Context: an optimization exercise on an open-source flow, tuned for small area, a short achievable clock period and few clock cycles. The choices shown serve that exercise and are no tape-out recipe.
Where RTL was checked, it was by simulation tests only, not by an equivalence proof against the original.
The clock port is modelled as an ideal driver; clocking choices that lean on that would not hold on a real chip.
Power and IR drop assume default switching activity.

==> flow/design.v (excerpt) <==
module MIPS(clk, reset, imem_addr, imem_data, dmem_addr, dmem_wdata, dmem_we, dmem_rdata);
	input clk, reset;
	output [31:0] imem_addr;
	input [31:0] imem_data;
	output [31:0] dmem_addr, dmem_wdata;
	output dmem_we;
	input [31:0] dmem_rdata;
	reg [29:0] pc;              
	reg [31:0] ir;              
	reg        v;               
	reg [31:0] m_res, m_wdata;  
	reg [4:0]  m_rd;            
	reg        m_we, m_ld;      
	reg [31:0] rf [1:31];       
	assign imem_addr  = {pc, 2'b00};
	assign dmem_addr  = m_res;
	assign dmem_wdata = m_wdata;
	assign dmem_we    = m_we;
	wire [5:0]  op  = ir[31:26];
	wire [5:0]  fn  = ir[5:0];
	wire [4:0]  rs  = ir[25:21];
	wire [4:0]  rt  = ir[20:16];
	wire [4:0]  rd  = ir[15:11];
	wire [15:0] imm = ir[15:0];
	wire rtype  = (op == 6'b000000);
	wire i_add  = rtype & (fn == 6'b100000);
	wire i_sub  = rtype & (fn == 6'b100010);
	wire i_slt  = rtype & (fn == 6'b101010);
	wire i_jr   = rtype & (fn == 6'b001000);
	wire i_lw   = (op == 6'b100011);
	wire i_sw   = (op == 6'b101011);
	wire i_bne  = (op == 6'b000101);
	wire i_xori = (op == 6'b001110);
	wire i_j    = (op == 6'b000010);
	reg  [31:0] sel_a, sel_b;
	wire [31:0] wdec;
	dec5 dwr (.x(m_rd), .y(wdec));
	wire [31:0] src [0:31];
	assign src[0] = m_res;
	genvar g, h;
	generate
		for (g = 1; g < 32; g = g + 1) begin : srcs
			assign src[g] = rf[g];
		end
	endgenerate
	wire [31:0] a, b;
	generate
		for (h = 0; h < 32; h = h + 1) begin : rbit
			wire [10:0] ta, tb;
			for (g = 0; g < 11; g = g + 1) begin : grp
				aoi222 ua (.a0(src[3*g][h]), .s0(sel_a[3*g]), .a1(src[3*g+1][h]), .s1(sel_a[3*g+1]),
				           .a2(g < 10 ? src[3*g+2][h] : 1'b0), .s2(g < 10 ? sel_a[3*g+2] : 1'b0), .y(ta[g]));
				aoi222 ub (.a0(src[3*g][h]), .s0(sel_b[3*g]), .a1(src[3*g+1][h]), .s1(sel_b[3*g+1]),
				           .a2(g < 10 ? src[3*g+2][h] : 1'b0), .s2(g < 10 ? sel_b[3*g+2] : 1'b0), .y(tb[g]));
			end
			nand11 ra (.x(ta), .y(a[h]));
  ...
For scale: ~3300 cells after synthesis, roughly 160 I/O pins.
export LEC_CHECK = 0
export CAP_MARGIN = 70
export CORE_MARGIN = 2
export CORE_UTILIZATION = 40
export SLEW_MARGIN = 70
export SYNTH_HIERARCHICAL = 1
create_clock -name core_clock -period 24.0 [get_ports {clk}]
standard.sh (not shown) runs the stock make flow with config.mk's settings and CLKGATE_MAP_FILE= SYNTH_SCRIPT=/design/flow/synth_recipe.tcl, a recipe that flattens the netlist after the stock synthesis.
==> flow/flow/run.sh <==
#!/bin/bash
set -euo pipefail
bash standard.sh BUFFER_PORTS_ARGS="-buffer_cell sky130_fd_sc_hd__buf_4" finish > standard_flow.log 2>&1
Rerun with:
==> flow/run.sh (new file) <==
#!/bin/bash
# synth_recipe.tcl (not shown) runs the flow's synth.tcl, then flattens the netlist and writes it again
# the make line also repeats each setting of config.mk as NAME=value (left out here)
make -C /OpenROAD-flow-scripts/flow DESIGN_CONFIG=/design/flow/config.mk WORK_HOME=/design/flow/orfs CLKGATE_MAP_FILE= SYNTH_SCRIPT=/design/flow/synth_recipe.tcl finish
removed: flow/flow/run.sh
removed: flow/standard.sh
What happened: The new run went through all stages and came out clean. Total power fell slightly. Worst setup slack got worse by 0.41 ns. Utilization came out higher by 0.19 points. Global-route usage shrinks by 0.19 points. Count of clock-buffer cells in the layout decreases by 21. Maximum frequency went down by a few percent. Routed wire length is lower slightly. Cell count is about the same. Die area stays the same. Final area rises slightly.
No run of this note included a check of the RTL's function; only the layout flow was run.

The RTL this note starts from:
==> flow/design.v <==
module MIPS(clk, reset, imem_addr, imem_data, dmem_addr, dmem_wdata, dmem_we, dmem_rdata);
	input clk, reset;
	output [31:0] imem_addr;
	input [31:0] imem_data;
	output [31:0] dmem_addr, dmem_wdata;
	output dmem_we;
	input [31:0] dmem_rdata;
	reg [29:0] pc;              
	reg [31:0] ir;              
	reg        v;               
	reg [31:0] m_res, m_wdata;  
	reg [4:0]  m_rd;            
	reg        m_we, m_ld;      
	reg [31:0] rf [1:31];       
	assign imem_addr  = {pc, 2'b00};
	assign dmem_addr  = m_res;
	assign dmem_wdata = m_wdata;
	assign dmem_we    = m_we;
	wire [5:0]  op  = ir[31:26];
	wire [5:0]  fn  = ir[5:0];
	wire [4:0]  rs  = ir[25:21];
	wire [4:0]  rt  = ir[20:16];
	wire [4:0]  rd  = ir[15:11];
	wire [15:0] imm = ir[15:0];
	wire rtype  = (op == 6'b000000);
	wire i_add  = rtype & (fn == 6'b100000);
	wire i_sub  = rtype & (fn == 6'b100010);
	wire i_slt  = rtype & (fn == 6'b101010);
	wire i_jr   = rtype & (fn == 6'b001000);
	wire i_lw   = (op == 6'b100011);
	wire i_sw   = (op == 6'b101011);
	wire i_bne  = (op == 6'b000101);
	wire i_xori = (op == 6'b001110);
	wire i_j    = (op == 6'b000010);
	reg  [31:0] sel_a, sel_b;
	wire [31:0] wdec;
	dec5 dwr (.x(m_rd), .y(wdec));
	wire [31:0] src [0:31];
	assign src[0] = m_res;
	genvar g, h;
	generate
		for (g = 1; g < 32; g = g + 1) begin : srcs
			assign src[g] = rf[g];
		end
	endgenerate
	wire [31:0] a, b;
	generate
		for (h = 0; h < 32; h = h + 1) begin : rbit
			wire [9:0] ta, tb;
			for (g = 0; g < 10; g = g + 1) begin : grp
				aoi222 ua (.a0(src[3*g][h]), .s0(sel_a[3*g]), .a1(src[3*g+1][h]), .s1(sel_a[3*g+1]),
				           .a2(src[3*g+2][h]), .s2(sel_a[3*g+2]), .y(ta[g]));
				aoi222 ub (.a0(src[3*g][h]), .s0(sel_b[3*g]), .a1(src[3*g+1][h]), .s1(sel_b[3*g+1]),
				           .a2(src[3*g+2][h]), .s2(sel_b[3*g+2]), .y(tb[g]));
			end
			rdtail ra (.t(ta), .a0(src[30][h]), .s0(sel_a[30]), .a1(src[31][h]), .s1(sel_a[31]), .y(a[h]));
			rdtail rb (.t(tb), .a0(src[30][h]), .s0(sel_b[30]), .a1(src[31][h]), .s1(sel_b[31]), .y(b[h]));
		end
	endgenerate
	wire [31:0] res;
	alu32 alu (.a(a), .b(b), .imm(imm), .use_imm(i_lw | i_sw), .do_sub(i_sub | i_slt),
	           .is_xori(i_xori), .is_slt(i_slt), .res(res));
	wire ne;
	neq32 cmp (.a(a), .b(b), .ne(ne));
	wire [29:0] pc_seq, pc_br;
	pcadd pca (.pc(pc), .imm(imm), .seq(pc_seq), .br(pc_br));
	wire s_j   = v & i_j;
	wire s_jr  = v & i_jr;
	wire bnev  = v & i_bne;
	wire s_br  = bnev & ne;
	wire s_seq = ~(s_j | s_jr | s_br);
	wire [29:0] pc_next = ({30{s_j}}   & {pc[29:26], ir[25:0]}) |
	                      ({30{s_jr}}  & a[31:2]) |
	                      ({30{s_br}}  & pc_br) |
	                      ({30{s_seq}} & pc_seq);
	wire       wr_reg = v & (i_add | i_sub | i_slt | i_xori | i_lw);
	wire [4:0] dst    = rtype ? rd : rt;
	wire [4:0] rd_n   = wr_reg ? dst : 5'd0;    
	wire [31:0] nrs_dec, nrt_dec, ndst_dec;
	dec5 dns (.x(imem_data[25:21]), .y(nrs_dec));
	dec5 dnt (.x(imem_data[20:16]), .y(nrt_dec));
	dec5 dnd (.x(rd_n), .y(ndst_dec));
	wire        fwa_n   = (imem_data[25:21] == rd_n) & (rd_n != 5'd0);
	wire        fwb_n   = (imem_data[20:16] == rd_n) & (rd_n != 5'd0);
	wire [31:0] sel_a_n = {nrs_dec[31:1] & ~ndst_dec[31:1], fwa_n};
	wire [31:0] sel_b_n = {nrt_dec[31:1] & ~ndst_dec[31:1], fwb_n};
	always @(posedge clk) begin
		if (reset) begin
			pc   <= 30'd0;
			v    <= 1'b0;
			m_we <= 1'b0;
			m_rd <= 5'd0;
		end else begin
			pc   <= pc_next;
			v    <= 1'b1;
			m_we <= v & i_sw;
			m_rd <= rd_n;
		end
		sel_a   <= sel_a_n;
		sel_b   <= sel_b_n;
		ir      <= imem_data;
		m_res   <= res;
		m_wdata <= b;
		m_ld    <= i_lw;
	end
	wire [31:0] wdata = m_ld ? dmem_rdata : m_res;
	integer j;
	always @(posedge clk)
		for (j = 1; j < 32; j = j + 1)
			if (wdec[j]) rf[j] <= wdata;
endmodule
module dec5(x, y);
	input [4:0] x;
	output [31:0] y;
	assign y = 32'b1 << x;
endmodule
module aoi222(a0, s0, a1, s1, a2, s2, y);
	input a0, s0, a1, s1, a2, s2;
	output y;
	assign y = ~((a0 & s0) | (a1 & s1) | (a2 & s2));
endmodule
module rdtail(t, a0, s0, a1, s1, y);
	input [9:0] t;
	input a0, s0, a1, s1;
	output y;
	assign y = ~&t | (a0 & s0) | (a1 & s1);
endmodule
module alu32(a, b, imm, use_imm, do_sub, is_xori, is_slt, res);
	input [31:0] a, b;
	input [15:0] imm;
	input use_imm, do_sub, is_xori, is_slt;
	output [31:0] res;
	wire [31:0] addb = use_imm ? {{16{imm[15]}}, imm} : (do_sub ? ~b : b);
	wire [31:0] sum;
	add32 add (.a(a), .b(addb), .cin(do_sub), .s(sum));
	wire        lt   = (a[31] ^ b[31]) ? a[31] : sum[31];
	assign res = is_xori ? {a[31:16], a[15:0] ^ imm} :
	             is_slt  ? {31'b0, lt} : sum;
endmodule
module add32(a, b, cin, s);
	input [31:0] a, b;
	input cin;
	output [31:0] s;
	wire [31:0] p = a ^ b;
	wire [31:0] c;
	bkprefix #(.N(32)) pf (.g(a & b), .p(p), .cin(cin), .c(c));
	assign s = p ^ c;
endmodule
module bkprefix(g, p, cin, c);
	parameter N = 32;
	input [N-1:0] g, p;
	input cin;
	output [N-1:0] c;
	wire [N:0] gg [0:11];
	wire [N:0] pp [0:11];
	assign gg[0] = {g, cin};
	assign pp[0] = {p, 1'b0};
	genvar t, i;
	generate
		for (t = 1; t <= 11; t = t + 1) begin : lv
			localparam integer L = (t <= 6) ? t - 1 : 11 - t;
			for (i = 0; i <= N; i = i + 1) begin : b
				if ((t <= 6 && ((i + 1) % (2 << L)) == 0) ||
				    (t > 6 && ((i + 1) % (2 << L)) == (1 << L) && i >= (2 << L))) begin : op
					assign gg[t][i] = gg[t-1][i] | (pp[t-1][i] & gg[t-1][i-(1<<L)]);
					assign pp[t][i] = pp[t-1][i] & pp[t-1][i-(1<<L)];
				end else begin : pass
					assign gg[t][i] = gg[t-1][i];
					assign pp[t][i] = pp[t-1][i];
				end
			end
		end
	endgenerate
	assign c = gg[11][N-1:0];
endmodule
module neq32(a, b, ne);
	input [31:0] a, b;
	output ne;
	assign ne = |(a ^ b);
endmodule
module pcadd(pc, imm, seq, br);
	input [29:0] pc;
	input [15:0] imm;
	output [29:0] seq, br;
	wire [29:0] off = {{14{imm[15]}}, imm};
	wire [29:0] p = pc ^ off;
	wire [29:0] c;
	bkprefix #(.N(30)) pf (.g(pc & off), .p(p), .cin(1'b0), .c(c));
	assign br = p ^ c;
	assign seq = pc + 30'd1;
endmodule
export LEC_CHECK = 0
export CAP_MARGIN = 50
export CORE_MARGIN = 2
export CORE_UTILIZATION = 60
export CTS_CLUSTER_DIAMETER = 100
export CTS_CLUSTER_SIZE = 25
export PLACE_DENSITY = 0.72
export SLEW_MARGIN = 50
export SYNTH_HIERARCHICAL = 1
create_clock -name core_clock -period 24.0 [get_ports {clk}]
==> flow/flow/run.sh <==
#!/bin/bash
set -euo pipefail
bash standard.sh BUFFER_PORTS_ARGS="-buffer_cell sky130_fd_sc_hd__buf_2" \
  POST_CTS_TCL="$PWD/flow/upsize_out.tcl" finish > standard_flow.log 2>&1
==> flow/flow/upsize_out.tcl <==
# POST_CTS hook: the flip-flops that drive output ports (through their port
# buffers) get the strongest drive of their cell type, since their wires to
# the pins are long; then the placement is legalized again.
proc net_driver_inst {net} {
  foreach it [$net getITerms] {
    if {[$it isOutputSignal]} { return [$it getInst] }
  }
  return ""
}
set n 0
set block [ord::get_db_block]
foreach bt [$block getBTerms] {
  if {[$bt getIoType] ne "OUTPUT"} { continue }
  set buf [net_driver_inst [$bt getNet]]
  if {$buf eq ""} { continue }
  foreach it [$buf getITerms] {
    if {![$it isInputSignal]} { continue }
    set src [net_driver_inst [$it getNet]]
    if {$src eq ""} { continue }
    set ref [[$src getMaster] getName]
    if {[regexp {^sky130_fd_sc_hd__dfxtp_[12]$} $ref]} {
      replace_cell [$src getName] sky130_fd_sc_hd__dfxtp_4
      incr n
    }
  }
}
puts "upsize_out: $n output flip-flops upsized"
detailed_placement
check_placement -verbose
Testbench counts at the start, summed over its fixed seeds: cycles 63,693.
==> next run, changes <==
==> flow/flow/run.sh (replaced) <==
#!/bin/bash
set -euo pipefail
bash standard.sh BUFFER_PORTS_ARGS="-buffer_cell sky130_fd_sc_hd__buf_2" finish > standard_flow.log 2>&1
--- a/flow/config.mk
+++ b/flow/config.mk
@@ -8,8 +8,7 @@
 export CAP_MARGIN = 50
 export CORE_MARGIN = 2
-export CORE_UTILIZATION = 60
+export CORE_UTILIZATION = 40
 export CTS_CLUSTER_DIAMETER = 100
 export CTS_CLUSTER_SIZE = 25
-export PLACE_DENSITY = 0.72
 export SLEW_MARGIN = 50
 export SYNTH_HIERARCHICAL = 1
removed: flow/flow/upsize_out.tcl
What happened: Worst hold slack is better by 0.015 ns; setup slack is worse by 0.24 ns; flip-flop and latch count does not change; fmax shrinks by 3.8%; first-iteration DRC count shrinks by 25%; total power grows by 1.1%; combinational power grows by 4.8%; via count shrinks by 6.7%; die area grows by 49%.

what the ideal ports hide:
How much do the figures lean on ideal ports? The routed layouts below were timed once more, with nothing changed but the port constraints. Step 1 (the two cells are an assumption about what drives the block):
set clk [get_ports {clk}]
set_driving_cell -lib_cell sky130_fd_sc_hd__clkbuf_16 $clk
set_driving_cell -lib_cell sky130_fd_sc_hd__buf_2 [delete_from_list [all_inputs] $clk]
Step 2 times the ports against the registers' clock, not the clock port: input delays grow and output delays shrink by t, the midpoint of the rising clock arrivals with the driver on. Slacks: no drivers / after step 1 / after step 2; pairs: no drivers / after step 1.
run	t (ns)	setup slack, ns	worst hold slack (ns)	clock arrival spread, ns
the first run of note 1	0.843	17.665 / 17.588 / 17.905	0.518 / 0.518 / 0.518	0.033 / 0.032
the second run of note 1	0.807	17.251 / 17.175 / 17.469	0.490 / 0.490 / 0.490	0.035 / 0.034
the first run of note 2	0.760	17.834 / 17.761 / 17.846	0.531 / 0.531 / 0.531	0.044 / 0.043
the second run of note 2	0.776	17.589 / 17.516 / 17.867	0.545 / 0.545 / 0.545	0.047 / 0.047
After both steps every run listed still meets setup and hold.
